Source: an optimization exercise on an open RTL-to-GDS flow (aim: small area). Production flows keep margins and buffers that such runs may drop. Only simulation tests tie the RTL to the original design; equivalence was not proved. Power is estimated from default activity; no workload was simulated.

**design/flow/config.mk**
```make
export PLATFORM = sky130hd
export DESIGN_NAME = uart
export DESIGN_NICKNAME = uart
export VERILOG_FILES = /design/flow/design.v
export SDC_FILE = /design/flow/constraint.sdc
export NUM_CORES = 4
export LEC_CHECK = 0
export CAP_MARGIN = 20
export CORE_MARGIN = 2
export CORE_UTILIZATION = 75
export CTS_BUF_LIST = sky130_fd_sc_hd__clkbuf_8
export CTS_CLUSTER_DIAMETER = 50
export CTS_CLUSTER_SIZE = 18
export SLEW_MARGIN = 20
```
**design/flow/constraint.sdc**
```tcl
create_clock -name core_clock -period 10.0 [get_ports {clk}]
set_input_delay 2.0000 -clock core_clock [delete_from_list [all_inputs] [get_ports {clk}]]
set_output_delay 2.0000 -clock core_clock [all_outputs]
set_load 0.01 [all_outputs]
```
**design/flow/design.v**
```verilog
module syncfifo_axis
    #(
    parameter DATA_WIDTH      = 32,
    parameter FIFO_DEPTH      = 8                
    )(
    input  logic                            s_aclk,
    input  logic                            s_aresetn,
    input  logic [DATA_WIDTH-1:0]           s_axis_tdata,
    input  logic                            s_axis_tvalid,
    output logic                            s_axis_tready,
    output logic [DATA_WIDTH-1:0]           m_axis_tdata,
    output logic                            m_axis_tvalid,
    input  logic                            m_axis_tready
    );
    localparam int ADDR_WIDTH   = $clog2(FIFO_DEPTH);
    logic [ADDR_WIDTH-1:0] cnt;
    logic [1:0] cnt_lo, cnt_hi;
    logic write, read, pending;
    assign cnt_lo = cnt[1:0];
    assign cnt_hi = cnt[3:2];
    logic [DATA_WIDTH-1:0] bram [FIFO_DEPTH];
    assign pending       = (cnt != 4'b0000);       
    assign s_axis_tready = (cnt != 4'b1010);       
    assign write = s_axis_tvalid & s_axis_tready;
    assign read  = pending & (~m_axis_tvalid | m_axis_tready);
    logic [3:0] sel_lo, sel_hi;
    always_comb begin
        for (int i = 0; i < 4; i++) begin
            sel_lo[i] = (cnt_lo == (i ^ (i >> 1)));
            sel_hi[i] = (cnt_hi == (i ^ (i >> 1)));
        end
        m_axis_tdata = '0;
        for (int i = 0; i < FIFO_DEPTH; i++)
            m_axis_tdata = m_axis_tdata | (bram[i] & {DATA_WIDTH{sel_lo[i % 4] & sel_hi[i / 4]}});
    end
    always_ff @(posedge s_aclk)
        if (write) begin
            bram[0] <= s_axis_tdata;
            for (int i = 1; i < FIFO_DEPTH; i++)
                bram[i] <= bram[i-1];
        end
    always_ff @(posedge s_aclk) begin
        if (~s_aresetn) begin
            m_axis_tvalid   <= '0;
            cnt             <= '0;
        end else begin
            if (write && !read) begin
                cnt[1:0]    <= {cnt_lo[0], ~cnt_lo[1]};
                if (cnt_lo == 2'b10)
                    cnt[3:2] <= {cnt_hi[0], ~cnt_hi[1]};
            end else if (read && !write) begin
                cnt[1:0]    <= {~cnt_lo[0], cnt_lo[1]};
                if (cnt_lo == 2'b00)
                    cnt[3:2] <= {~cnt_hi[0], cnt_hi[1]};
            end
            m_axis_tvalid   <= pending | (m_axis_tvalid & ~m_axis_tready);
        end
    end
endmodule
module uart #(
    parameter SYS_CLK     = 100,       
    parameter BAUDRATE    = 115200,    
    parameter FIFO_DEPTH  = 16,        
    parameter DBITS       = 8,         
    parameter PARITY    = "Odd",       
    parameter N_STOP_BITS = 1          
)(
    input   logic                               clk,
    input   logic                               rst_n,
    input   logic                               rx,
    output  logic                               tx,
    output  logic [DBITS-1:0]                   rx_axis_tdata,
    output  logic                               rx_axis_tvalid,
    input   logic                               rx_axis_tready,
    input   logic [DBITS-1:0]                   tx_axis_tdata,
    input   logic                               tx_axis_tvalid,
    output  logic                               tx_axis_tready,
    output  logic                               irq,
    output  logic [DBITS-1:0]                   debug_rx
);
    localparam int BAUDRATE_SCALE_VALUE = (SYS_CLK * 1000000 + BAUDRATE - 1) / BAUDRATE;
    localparam int SW = $clog2(BAUDRATE_SCALE_VALUE);
    localparam logic [SW-1:0] BAUD_MASK  = 10'b1010101010;
    localparam logic [SW-1:0] BAUD_FIRST = 10'd509 ^ BAUD_MASK;
    localparam logic [SW-1:0] BAUD_LAST  = 10'd511 ^ BAUD_MASK;
    function automatic logic [2:0] ph_next(input logic [2:0] ph);
        ph_next = {ph[1:0], ph[2] ^ (ph[1] | ~ph[0])};
    endfunction
    localparam logic [4:0] RUN_MASK  = 5'b01010;
    localparam logic [4:0] RUN_LAST  = 5'b10000 ^ RUN_MASK;
    logic [4:0] rx_run;
    logic       rx_low;
    always_ff @(posedge clk) begin
        if (rx)
            rx_run <= RUN_MASK;
        else
            rx_run <= {~rx_run[3:0], rx_run[4] ^ rx_run[2] ^ (rx_run[3:0] == 4'b1010)};
        rx_low <= ~rx & (rx_low | (rx_run == RUN_LAST));
    end
    logic [SW-1:0] rx_baud;
    logic [2:0]    rx_ph;
    logic          rx_dat;
    logic [DBITS-1:0] rx_shift_rg;
    logic rx_start, rx_end, rx_idle, rx_wr, rx_fifo_ready;
    assign rx_start = (rx_baud == BAUD_FIRST);
    assign rx_end   = (rx_baud == BAUD_LAST);
    assign rx_idle  = !rx_dat && (rx_ph == 3'b000);
    always_ff @(posedge clk)
        if (!rst_n || rx_end || (rx_idle && rx_low))
            rx_baud <= BAUD_FIRST;
        else
            rx_baud <= {~rx_baud[SW-2:0], rx_baud[9] ^ rx_baud[6]};
    always_ff @(posedge clk)
        if (!rst_n || rx_wr) begin
            rx_dat <= 1'b0;
            rx_ph  <= 3'b000;
        end else if (rx_start && (!rx_idle || rx_low)) begin
            rx_dat <= rx_dat ^ (rx_ph == 3'b001);
            rx_ph  <= ph_next(rx_ph);
        end
    always_ff @(posedge clk)
        if (rx_start && rx_dat)
            rx_shift_rg <= {~rx_low, rx_shift_rg[DBITS-1:1]};
    assign rx_wr = rx_start & !rx_dat & (rx_ph == 3'b101);
    syncfifo_axis #(.DATA_WIDTH(DBITS), .FIFO_DEPTH(FIFO_DEPTH))
        rx_fifo (.s_aclk(clk),           .s_aresetn(rst_n),
                 .s_axis_tdata(rx_shift_rg),   .s_axis_tvalid(rx_wr),          .s_axis_tready(rx_fifo_ready),
                 .m_axis_tdata(rx_axis_tdata), .m_axis_tvalid(rx_axis_tvalid), .m_axis_tready(rx_axis_tready));
    assign debug_rx = rx_shift_rg;
    logic [SW-1:0] tx_baud;
    logic [2:0]    tx_ph;
    logic          tx_dat, tx_bit;
    logic [DBITS-1:0] tx_byte, tx_fifo_tdata;
    logic tx_fifo_tvalid, tx_fifo_tready, tx_par;
    logic tx_start, tx_end, tx_idle, tx_hs;
    assign tx_start       = (tx_baud == BAUD_FIRST);
    assign tx_end         = (tx_baud == BAUD_LAST);
    assign tx_idle        = !tx_dat && (tx_ph[2:1] == 2'b00);
    assign tx_fifo_tready = !tx_dat && (tx_ph == 3'b001);
    assign tx_hs          = tx_fifo_tready & tx_fifo_tvalid;
    always_ff @(posedge clk)
        if (tx_end || tx_idle)
            tx_baud <= BAUD_FIRST;
        else
            tx_baud <= {~tx_baud[SW-2:0], tx_baud[9] ^ tx_baud[6]};
    always_ff @(posedge clk)
        if (!rst_n || irq) begin
            tx_dat <= 1'b0;
            tx_ph  <= 3'b000;
        end else if (tx_idle ? (!tx_ph[0] || tx_fifo_tvalid) : tx_start) begin
            tx_dat <= tx_dat ^ (tx_ph == 3'b101);
            tx_ph  <= ph_next(tx_ph);
        end
    always_ff @(posedge clk)
        if (tx_fifo_tready)
            tx_byte <= {tx_fifo_tdata[1], tx_fifo_tdata[2], tx_fifo_tdata[7], tx_fifo_tdata[3],
                        tx_fifo_tdata[0], tx_fifo_tdata[6], tx_fifo_tdata[5], tx_fifo_tdata[4]};
    assign tx_bit = tx_byte[tx_ph];
    always_ff @(posedge clk)
        if (tx_idle)
            tx_par <= 1'b1;
        else if (tx_start && tx_dat)
            tx_par <= tx_par ^ tx_bit;
    always_comb
        if (tx_dat)                 tx = tx_bit;
        else if (tx_ph == 3'b011)   tx = tx_par;
        else                        tx = (tx_ph != 3'b101);
    assign irq = tx_start & !tx_dat & (tx_ph == 3'b111);
    syncfifo_axis #(.DATA_WIDTH(DBITS), .FIFO_DEPTH(FIFO_DEPTH))
        tx_fifo (.s_aclk(clk),      .s_aresetn(rst_n),
                 .s_axis_tdata(tx_axis_tdata), .s_axis_tvalid(tx_axis_tvalid), .s_axis_tready(tx_axis_tready),
                 .m_axis_tdata(tx_fifo_tdata), .m_axis_tvalid(tx_fifo_tvalid), .m_axis_tready(tx_fifo_tready));
endmodule
```
**design/flow/flow/run.sh**
```bash
#!/bin/bash
# The standard layout (standard.sh) with these changes:
#  - synthesis maps the combinational logic with an area-oriented abc script
#    (flow/my_synth.tcl, flow/area.abc); registers are as in the standard synthesis;
#  - the clock tree is built without dummy loads;
#  - the port buffers use the smallest buffer cell.
# make's output is in standard.log; each step's log is under orfs/logs.
set -e
export MY_ABC_SCRIPT=$PWD/flow/area.abc
export CTS_ARGS="-sink_clustering_enable -repair_clock_nets -dont_use_dummy_load -sink_clustering_size 20 -sink_clustering_max_diameter 60 -buf_list sky130_fd_sc_hd__clkbuf_8"
export BUFFER_PORTS_ARGS="-buffer_cell sky130_fd_sc_hd__buf_1"
sed "s#SYNTH_SCRIPT=[^ ]*#SYNTH_SCRIPT=$PWD/flow/my_synth.tcl#" standard.sh > my_standard.sh
grep -q "SYNTH_SCRIPT=$PWD/flow/my_synth.tcl" my_standard.sh
bash my_standard.sh > standard.log 2>&1
```
**design/flow/flow/area.abc**
```
strash
dch
amap -F 20 -A 20
strash
dch
amap -F 20 -A 20
topo
```
**design/flow/flow/my_synth.tcl**
```tcl
# synth_recipe.tcl (the standard synthesis) with one change: yosys's abc pass,
# which maps the combinational logic, runs the area-oriented script area.abc.
# Registers are mapped before abc, so they are the standard synthesis's.
proc synth {args} { yosys synth -nofsm -noshare {*}$args }
proc abc {args} {
  set i [lsearch -exact $args -script]
  if {$i >= 0} { lset args [expr {$i + 1}] $::env(MY_ABC_SCRIPT) }
  yosys abc {*}$args
}
source $::env(SCRIPTS_DIR)/synth.tcl
# left out here: clear keep_hierarchy, flatten, clean up, hide names made inside functions, write 1_2_yosys.v
```
**design/flow/standard.sh**
```bash
#!/bin/bash
# synth_recipe.tcl (not shown) runs the flow's synth.tcl, then flattens the netlist and writes it again
# the make line also repeats each setting of config.mk as NAME=value (left out here)
make -C /OpenROAD-flow-scripts/flow DESIGN_CONFIG=/design/flow/config.mk WORK_HOME=/design/flow/orfs CLKGATE_MAP_FILE= SYNTH_SCRIPT=/design/flow/synth_recipe.tcl "${@:-finish}"
```
==> impl_metrics.ini, run 1 <==
[status]
outcome = finished clean

[clock_network]
cts.sinks = 317
cts_resized = 0
cts_hold_repair.buffers = 0
cts.clk_slew.worst_paths_ps = 110
worst_skew_pair.late_latency_ps = 540
cts_tree = built
cts_buffers = 19
cts_htree_levels = 1
cts_max_path_buffers = 3
postCtsSetupBuffers = 0
root_buffer = clkbuf_8

[routing]
wl_met3_um = 2390
viasPerCell = 7.10
finalWirelength_um = 22600
wl_met1_um = 9220
drtPass1Iterations = 8
wl_met2_um = 10500
highest_layer = met4
routed-via-count = 6681
wire_per_inst_um = 24.0
drc_errors = 0
drt-initial-drc-count = 1251
final_antenna_net_count = 0

[setup_path]
end_kind = primary output
path_class = reg -> out
endpoint = rx_axis_tdata[1]
crit_fanout = 9
r2r_end = rx_fifo.bram[15][3]$_DFFE_PP_
cp.arrival_ps = 3290
reg2reg_from = rx_baud[6]$_SDFF_PP1_
worstSetupStartpointType = flop
reg2reg_depth = 7
r2r_slack_ps = 6700
required_ps = 8000
worstSetupStartpoint = rx_fifo.cnt[0]$_SDFFE_PN0P_

[placed_design]
hpwlAfterDp_um = 14900
place_ws_ps = 5330
place_congestion = 0.866
portBuffers = 32

[timing]
skew_ps = 24.5
tns_ps = 0
rsz0062_at_grt = no
fin_crit_sh = 0.529
hold_violations = 0
worst_slew_pin_slew_ps = 1000
hold_slack_ps = 395
timing.final.ws_setup_ps = 4710
fmax_ghz = 0.189
min_period_ps = 5290
setup_viol = 0
drv_slew = 0
relSlewSlack = 0.333

[die]
initial_core_util = 0.773
ios = 33
die_area_um2 = 16100
die_x_um = 127
core-area_um2 = 14600
die_h_um = 127
row_count = 44

[global_route]
grt_max_degree = 85
antenna_found_initial = 0
grt_pass1_vias = 6424
grt_pass1_wl_um = 34900
grtUsageTotal = 0.282
grt-ovfl-total = 0

[power]
power_leakage_nw = 3.83
power_frac_seq = 0.586
p_sw_mw = 0.844
powerDensity_nw_per_um2 = 233
totalPowerFinal_mw = 2.79
power.internal_mw = 1.95
comb_power_share = 0.225
power_frac_clock = 0.188
swShare = 0.302
irDropWorstVdd_mv = 0.156

[synth]
yosys.area.top_type_share = 0.721
synth_seq_cells = 317
yosys-top-cells-count = edfxtp_1 (272), nand2_1 (66), nor2_1 (57)
netlist_instances = 698
synth.most_common_cell = edfxtp_1
syn_area_per_cell_um2 = 16.2
synth_fp_nets = 717
ys_async_sr_fraction = 0
synth_area_um2 = 11300
synth_edf_count = 272
synth_largest_area_cell = edfxtp_1
ys_types = 32
synth_warnings = 3
synth_area_leaders = edfxtp_1 (72%), dfxtp_1 (8.0%), a222oi_1 (4.1%)
yosysSeqAreaShare = 0.801
ys.flop_type = edfxtp_1

[finish]
diodes = 0
syn2layout_area_growth_pct = 6.10
postLayoutCoreUtil = 0.821
nets = 778
final.fill_count = 730
layout-drive-gt1-share = 0.0383

[min_path]
hold_depth = 1
min-delay-path-class = reg -> reg

[flow_run]
maxCapViolCount = 0
[sequential cells by signal, indices dropped and copies added, names as in the netlist]
register / cells
rx_low: 1
rx_dat: 1
rx_fifo.m_axis_tvalid: 1
rx_run: 5
tx_byte: 8
tx_fifo.bram: 128
rx_fifo.bram: 128
rx_ph: 3
tx_fifo.cnt: 4
rx_shift_rg: 8
rx_baud: 10
tx_baud: 10
tx_ph: 3
tx_fifo.m_axis_tvalid: 1
rx_fifo.cnt: 4
tx_dat: 1
tx_par: 1
[metal layers]
metal	vias to the layer above	global-route usage
met2	465	0.432
li1	2919	-
met1	3236	0.438
met5	-	0
met4	0	0.0659
met3	61	0.0515
[layout by cell type (no fill, tap or decap), types with 10 or more instances in the layout]
cell type / count
dfxtp_1: 45
nand4_1: 15
o21ai_0: 18
clkinv_1: 50
a21oi_1: 11
nand2_1: 66
a222oi_1: 46
clkbuf_8: 19
edfxtp_1: 272
nor2_1: 57
a221oi_1: 14
o22ai_1: 10
buf_1: 32
a22oi_1: 31
[power groups by stage]
stage | Sequential [mW] | Combinational [mW] | Clock [mW]
after floorplan | 1.65 | 0.410 | 0
after global placement | 1.65 | 0.572 | 0
after detailed placement | 1.66 | 0.611 | 0
after CTS | 1.64 | 0.615 | 0.531
after global routing | 1.65 | 0.685 | 0.566
final | 1.64 | 0.630 | 0.527
[area by class of cell]
class / count / area [µm²] / area share
Timing Repair Buffer: 40 / 180 / 0.0150
Tap cell: 184 / 230 / 0.0192
Clock buffer: 19 / 262 / 0.0218
Sequential cell: 317 / 9070 / 0.755
Multi-Input combinational cell: 331 / 2090 / 0.174
Inverter: 50 / 188 / 0.0156
[how the worst min path moves through the flow]
stage,start,endpoint,slack [ps]
after global placement,rx_run[0]$_SDFF_PP0_,rx_run[1]$_SDFF_PP1_,360
after floorplan,tx_baud[3]$_SDFF_PP0_,tx_baud[4]$_SDFF_PP1_,360
after CTS,tx_baud[5]$_SDFF_PP0_,tx_baud[6]$_SDFF_PP1_,400
after detailed placement,tx_baud[5]$_SDFF_PP0_,tx_baud[6]$_SDFF_PP1_,370
after global routing,tx_baud[5]$_SDFF_PP0_,tx_baud[6]$_SDFF_PP1_,410
final,tx_baud[0]$_SDFF_PP1_,tx_baud[1]$_SDFF_PP1_,400
[cell families (layout without fill, tap and decap cells)]
logic type                 after synthesis  count (layout)  synth area share
DFF                                    317             317             0.801
and+or+nand+nor                        177             177            0.0716
AOI/OAI and AO/OA                      148             148             0.105
buffers and inverters                   50             109            0.0166
adders and majority gates                6               6           0.00663
[critical path, cell delays in order (launching register included)]
cell and delay (ps):
dfxtp_1 440, clkinv_1 160, nand2_1 180, nor2_1 210
a222oi_1 470, clkinv_1 180, a221oi_1 330, nand4_1 180
a21oi_1 160, nand2_1 70, a221o_1 250, buf_1 130
[per-stage QoR]
stage	cells	area [µm²]
after floorplan	698	11300
after global placement	921	11700
after detailed placement	922	11800
after CTS	941	12000
after global routing	941	12000
final	941	12000
==> inputs of run 2 (changes only) <==
--- a/design/flow/flow/run.sh
+++ b/design/flow/flow/run.sh
@@ -7,7 +7,7 @@
 # make's output is in standard.log; each step's log is under orfs/logs.
 set -e
 export MY_ABC_SCRIPT=$PWD/flow/area.abc
-export CTS_ARGS="-sink_clustering_enable -repair_clock_nets -dont_use_dummy_load -sink_clustering_size 20 -sink_clustering_max_diameter 60 -buf_list sky130_fd_sc_hd__clkbuf_8"
+export CTS_ARGS="-sink_clustering_enable -repair_clock_nets -dont_use_dummy_load -sink_clustering_size 18 -sink_clustering_max_diameter 60 -buf_list sky130_fd_sc_hd__clkbuf_8"
 export BUFFER_PORTS_ARGS="-buffer_cell sky130_fd_sc_hd__buf_1"
 sed "s#SYNTH_SCRIPT=[^ ]*#SYNTH_SCRIPT=$PWD/flow/my_synth.tcl#" standard.sh > my_standard.sh
 grep -q "SYNTH_SCRIPT=$PWD/flow/my_synth.tcl" my_standard.sh
==> run 2 against run 1 <==
Maximum frequency fell by 0.49%. Register-to-register slack gained 150 ps. Core utilization rose by 0.19 points. Clock power rose by 4%. Sequential share of layout area decreased by 0.17 points. Final cell count up 0.21%. Area after synthesis stayed put. Count of clock-buffer cells in the layout is 2 higher. Via count about the same. Setup slack got worse by 26 ps. Critical path depth stayed put. Largest cell class unchanged. Worst hold slack got worse by 8.4 ps.
==> impl_metrics.ini, run 2 <==
[global_route]
grtUsageTotal = 0.281
grt_pass1_vias = 6421
antenna_found_initial = 0
grt-ovfl-total = 0
grt_max_degree = 85
grt_pass1_wl_um = 34800

[synth]
ys_types = 32
yosysSeqAreaShare = 0.801
synth_area_leaders = edfxtp_1 (72%), dfxtp_1 (8.0%), a222oi_1 (4.1%)
yosys.area.top_type_share = 0.721
netlist_instances = 698
synth_area_um2 = 11300
synth_warnings = 3
ys_async_sr_fraction = 0
syn_area_per_cell_um2 = 16.2
ys.flop_type = edfxtp_1
synth.most_common_cell = edfxtp_1
yosys-top-cells-count = edfxtp_1 (272), nand2_1 (66), nor2_1 (57)
synth_seq_cells = 317
synth_largest_area_cell = edfxtp_1
synth_fp_nets = 717
synth_edf_count = 272

[finish]
syn2layout_area_growth_pct = 6.34
final.fill_count = 720
finalNonFillerCells = 943
final_common_cell = edfxtp_1
diodes = 0
fin_area_um2 = 12000
top_regs = rx_fifo.bram: 128 flops, tx_fifo.bram: 128 flops
final_cell_mix = edfxtp_1 (272), nand2_1 (66), nor2_1 (57)
multi_input_area_um2 = 2090
postLayoutCoreUtil = 0.823
nets = 780
layout-drive-gt1-share = 0.0408
register_area_um2 = 9070

[routing]
final_antenna_net_count = 0
routed-via-count = 6684
drtPass1Iterations = 6
wire_per_inst_um = 23.7
drc_errors = 0
viasPerCell = 7.09
finalWirelength_um = 22300
drt-initial-drc-count = 1269

[placed_design]
dp_cells = 922
hpwlAfterDp_um = 14900
place_congestion = 0.866
dpl_cell_area_um2 = 11800
portBuffers = 32
place_ws_ps = 5330

[die]
die_h_um = 127
initial_core_util = 0.773
die_area_um2 = 16100
core-area_um2 = 14600
die_x_um = 127
ios = 33
row_count = 44

[timing]
hold_violations = 0
relSlewSlack = 0.336
rsz0062_at_grt = no
timing.final.ws_setup_ps = 4680
skew_ps = 35.6
hold_slack_ps = 387
fmax_ghz = 0.188
tns_ps = 0
worst_slew_pin_slew_ps = 996
min_period_ps = 5320
setup_viol = 0
fin_crit_sh = 0.532
drv_slew = 0

[setup_path]
worstSetupStartpointType = flop
critical_path_buf_inv_count = 3
path_cells = clkinv_1, nand2_1, nor2_1, a222oi_1, clkinv_1, a221oi_1, nand4_1, a21oi_1, nand2_1, a221o_1, buf_1
max_stage_delay_ps = 460
path_class = reg -> out
cp_slowest_cell = a222oi_1
end_kind = primary output
crit_fanout = 9
crit_family = compound AO/OA/AOI/OAI gates
required_ps = 8000
cp.arrival_ps = 3320

[clock_network]
root_buffer = clkbuf_8
cts_max_path_buffers = 3
cts_tree = built
cts_buffers = 21
cts_hold_repair.buffers = 0
postCtsSetupBuffers = 0
cts_resized = 0
worst_skew_pair.late_latency_ps = 540
cts.clk_slew.worst_paths_ps = 110
cts_htree_levels = 1
cts.sinks = 317

[power]
irDropWorstVdd_mv = 0.146
powerDensity_nw_per_um2 = 233
power_leakage_nw = 3.85
totalPowerFinal_mw = 2.81

[flow_run]
maxCapViolCount = 0

[status]
outcome = finished clean

[min_path]
min-delay-path-class = reg -> reg
-- run 2: cell counts after synthesis --
Identical to the previous run, type by type.
-- run 2: cell type report --
cell class | count | share of cell area
clock buffer | 21 | 0.0240
inverter | 50 | 0.0156
multi-input combinational | 331 | 0.173
sequential | 317 | 0.753
tap | 184 | 0.0191
timing repair buffer | 40 | 0.0150
-- run 2: worst reg2reg max path: cells and delay by family (launching register included) --
family        cells  cell delay, ps
buf+inv           3            1500
simple gates      4             870
flops             1             410
-- run 2: logic make-up (layout without fill, tap and decap cells) --
logic type               count (synthesis)  after routing  share of synthesized area
buffers and inverters                   50            111                     0.0166
AO/OA/AOI/OAI                          148            148                      0.105
flip-flops                             317            317                      0.801
adder cells (fa/ha/maj)                  6              6                    0.00663
AND/OR/NAND/NOR                        177            177                     0.0716
-- run 2: per-layer routing --
metal / global-route usage / share of wire / vias up
met2: 0.429 / 0.46 / 453
li1: - / - / 2933
met3: 0.0506 / 0.11 / 57
met5: 0 / 0 / -
met1: 0.436 / 0.40 / 3241
met4: 0.0685 / 0.026 / 0
-- run 2: power by group --
group | internal, mW | leakage, nW | total, mW | switching, mW
Clock | 0.190 | 0.151 | 0.546 | 0.356
Combinational | 0.212 | 0.779 | 0.626 | 0.413
Sequential | 1.57 | 2.92 | 1.64 | 0.0719
Total | 1.97 | 3.85 | 2.81 | 0.842
-- run 2: path summary, 6_finish.rpt --
check	startpoint	end	slack (ps)	cells past startpoint
max	rx_fifo.cnt[0]$_SDFFE_PN0P_	rx_axis_tdata[1]	4680	11
min	rx_baud[0]$_SDFF_PP1_	rx_baud[1]$_SDFF_PP1_	390	1
max reg2reg	rx_baud[6]$_SDFF_PP1_	rx_fifo.bram[0][6]$_DFFE_PP_	6850	7
min reg2reg	rx_baud[0]$_SDFF_PP1_	rx_baud[1]$_SDFF_PP1_	390	1
==> inputs of run 3 (changes only) <==
==> design/flow/flow/area.abc (replaced) <==
strash
dch
amap -F 20 -A 20
strash
dch
amap -F 20 -A 20
strash
dch
amap -F 20 -A 20
strash
dch
amap -F 20 -A 20
strash
dch
amap -F 20 -A 20
topo
==> run 3 against run 2 <==
Non-clock buffer count decreased by 3. Final area decreased by 1.0%. Clock power about the same. Worst hold slack got worse by 0.90 ps. Still clean on timing, DRC and antenna. Via count decreased by 0.57%. Combinational power decreased by 3.2%. Flip-flop and latch count unchanged. Maximum frequency increased by 11%. Largest cell class unchanged. Critical path depth decreased by 2.
==> impl_metrics.ini, run 3 <==
[routing]
wire_per_inst_um = 25.0
drt-initial-drc-count = 1158
final_antenna_net_count = 0
drtPass1Iterations = 8
drc_errors = 0
routed-via-count = 6646
finalWirelength_um = 22900
viasPerCell = 7.24

[setup_path]
worstSetupStartpoint = rx_fifo.cnt[3]$_SDFFE_PN0P_
required_ps = 8000
reg2reg_from = tx_ph[0]$_SDFFE_PP0P_
r2r_end = tx_fifo.cnt[3]$_SDFFE_PN0P_
path_class = reg -> out
r2r_slack_ps = 6680
reg2reg_depth = 12
crit_fanout = 8
worstSetupStartpointType = flop
end_kind = primary output
cp.arrival_ps = 2780

[timing]
tns_ps = 0
rsz0062_at_grt = no
relSlewSlack = 0.294
setup_viol = 0
fmax_ghz = 0.209
worst_slew_pin_slew_ps = 1050
timing.final.ws_setup_ps = 5220
drv_slew = 0
hold_slack_ps = 386
min_period_ps = 4780
fin_crit_sh = 0.478
hold_violations = 0
skew_ps = 57.7

[global_route]
grt-ovfl-total = 0
grt_max_degree = 83
grt_pass1_vias = 6471
antenna_found_initial = 0
grt_pass1_wl_um = 35400
grtUsageTotal = 0.288

[synth]
synth.most_common_cell = edfxtp_1
yosys.area.top_type_share = 0.727
synth_seq_cells = 317
ys.flop_type = edfxtp_1
synth_area_leaders = edfxtp_1 (73%), dfxtp_1 (8.0%), a222oi_1 (4.6%)
ys_async_sr_fraction = 0
yosysSeqAreaShare = 0.807
syn_area_per_cell_um2 = 16.6
yosys-top-cells-count = edfxtp_1 (272), nand2_1 (56), nor2_1 (56)
synth_fp_nets = 695
netlist_instances = 676
synth_warnings = 3
synth_largest_area_cell = edfxtp_1
synth_edf_count = 272
synth_area_um2 = 11200
ys_types = 29

[die]
row_count = 44
die_x_um = 126
core-area_um2 = 14600
initial_core_util = 0.770
die_h_um = 126
die_area_um2 = 16000
ios = 33

[finish]
final_cell_mix = edfxtp_1 (272), nand2_1 (56), nor2_1 (55)
final_common_cell = edfxtp_1
nets = 755
diodes = 0
final.fill_count = 732
syn2layout_area_growth_pct = 6.16
fin_area_um2 = 11900
top_regs = rx_fifo.bram: 128 flops, tx_fifo.bram: 128 flops
finalNonFillerCells = 918
layout-drive-gt1-share = 0.0381
postLayoutCoreUtil = 0.817

[power]
powerDensity_nw_per_um2 = 234
irDropWorstVdd_mv = 0.232
totalPowerFinal_mw = 2.79
power_leakage_nw = 3.82

[min_path]
min-delay-path-class = reg -> reg
hold_path.startpoint = rx_baud[3]$_SDFF_PP0_
hold_path_end = rx_baud[4]$_SDFF_PP1_
hold_depth = 1

[status]
outcome = finished clean

[clock_network]
cts.sinks = 317
cts.clk_slew.worst_paths_ps = 110
cts_hold_repair.buffers = 0
cts_resized = 0
cts_max_path_buffers = 3
postCtsSetupBuffers = 0
root_buffer = clkbuf_8
cts_htree_levels = 1
cts_tree = built
cts_buffers = 21
worst_skew_pair.late_latency_ps = 560

[placed_design]
place_congestion = 0.845
place_ws_ps = 5880
dpl_cell_area_um2 = 11600
hpwlAfterDp_um = 14800
portBuffers = 32
dp_cells = 897

[flow_run]
maxCapViolCount = 0
[run 3: cell count changes after synthesis, moves of 2 or more]
cell      previous run  this run
o221a_1              0         3
nand4b_1             9         4
a221oi_1            14         8
nand3_1              9        17
a222oi_1            46        52
nand4_1             15        13
a21oi_1             11        14
clkinv_1            50        38
nand2_1             66        56
[run 3: cell families (layout without fill, tap and decap cells)]
logic type / Yosys count / in the layout / share of synthesized area
DFF: 317 / 317 / 0.807
and+or+nand+nor: 163 / 163 / 0.0645
AOI/OAI and AO/OA: 152 / 152 / 0.109
buffers and inverters: 38 / 96 / 0.0127
adders and majority gates: 6 / 6 / 0.00668
[run 3: power by group]
| group | total (mW) | switching (mW) | internal [mW] |
|---|---|---|---|
| combinational | 0.606 | 0.403 | 0.204 |
| sequential | 1.63 | 0.0738 | 1.56 |
| clock | 0.547 | 0.357 | 0.190 |
| total | 2.79 | 0.833 | 1.95 |
[run 3: critical path, stage by stage (launching register included)]
cell      delay (ps)
dfxtp_1          400
clkinv_1         180
nand2_1          180
nor2_1           210
a222oi_1         400
nand3_1          120
a21oi_1          220
nand4_1          130
a221o_1          260
buf_1            120
[run 3: metal layers]
metal | global-route usage | wire, µm | share of wire | vias up
met5 | 0 | 0 | 0 | -
met4 | 0.0808 | 554 | 0.024 | 0
met3 | 0.0725 | 2770 | 0.12 | 59
met2 | 0.432 | 10600 | 0.46 | 487
met1 | 0.435 | 9030 | 0.39 | 3238
li1 | - | - | - | 2862
[run 3: worst max path at each step]
stage,end
floorplan,tx_fifo.cnt[2]$_SDFFE_PN0P_
global placement,tx_fifo.bram[14][3]$_DFFE_PP_
detailed placement,rx_axis_tdata[1]
CTS,rx_axis_tdata[1]
global route,rx_axis_tdata[1]
finish,rx_axis_tdata[3]
[run 3: cell type report]
| cell class | count | area [µm²] | share of cell area |
|---|---|---|---|
| Clock buffer | 21 | 289 | 0.0242 |
| Tap cell | 184 | 230 | 0.0193 |
| Multi-Input combinational cell | 321 | 2040 | 0.171 |
| Timing Repair Buffer | 37 | 158 | 0.0132 |
| Inverter | 38 | 143 | 0.0120 |
| Sequential cell | 317 | 9070 | 0.760 |

## what the ideal ports hide
How much do the figures lean on ideal ports? The routed layouts below were timed once more, with nothing changed but the port constraints. Step 1 sets driving cells, clkbuf_16 on the clock port and buf_2 on the other inputs (assumed; they add their load-dependent delay and slew). Step 2 adds t to the input delays and takes it off the output delays; t is the mean of the earliest and latest rising clock arrival at the registers after step 1. Input paths then give back, and output paths get back, about the clock's delay inside the block. Slacks: ideal / step 1 / step 2; pairs: ideal / step 1.
run | t (ns) | slack for setup (ns) | worst hold slack (ns) | slew at the worst register clock pin (ns) | cell pins on the clock port's net
run 1 | 0.566 | 4.710 / 4.669 / 5.235 | 0.395 / 0.395 / 0.395 | 0.12 / 0.12 | 1
run 2 | 0.565 | 4.684 / 4.643 / 5.208 | 0.387 / 0.387 / 0.387 | 0.11 / 0.11 | 1
run 3 | 0.572 | 5.215 / 5.177 / 5.749 | 0.386 / 0.386 / 0.386 | 0.11 / 0.11 | 1
After both steps setup and hold are still met in every run listed.
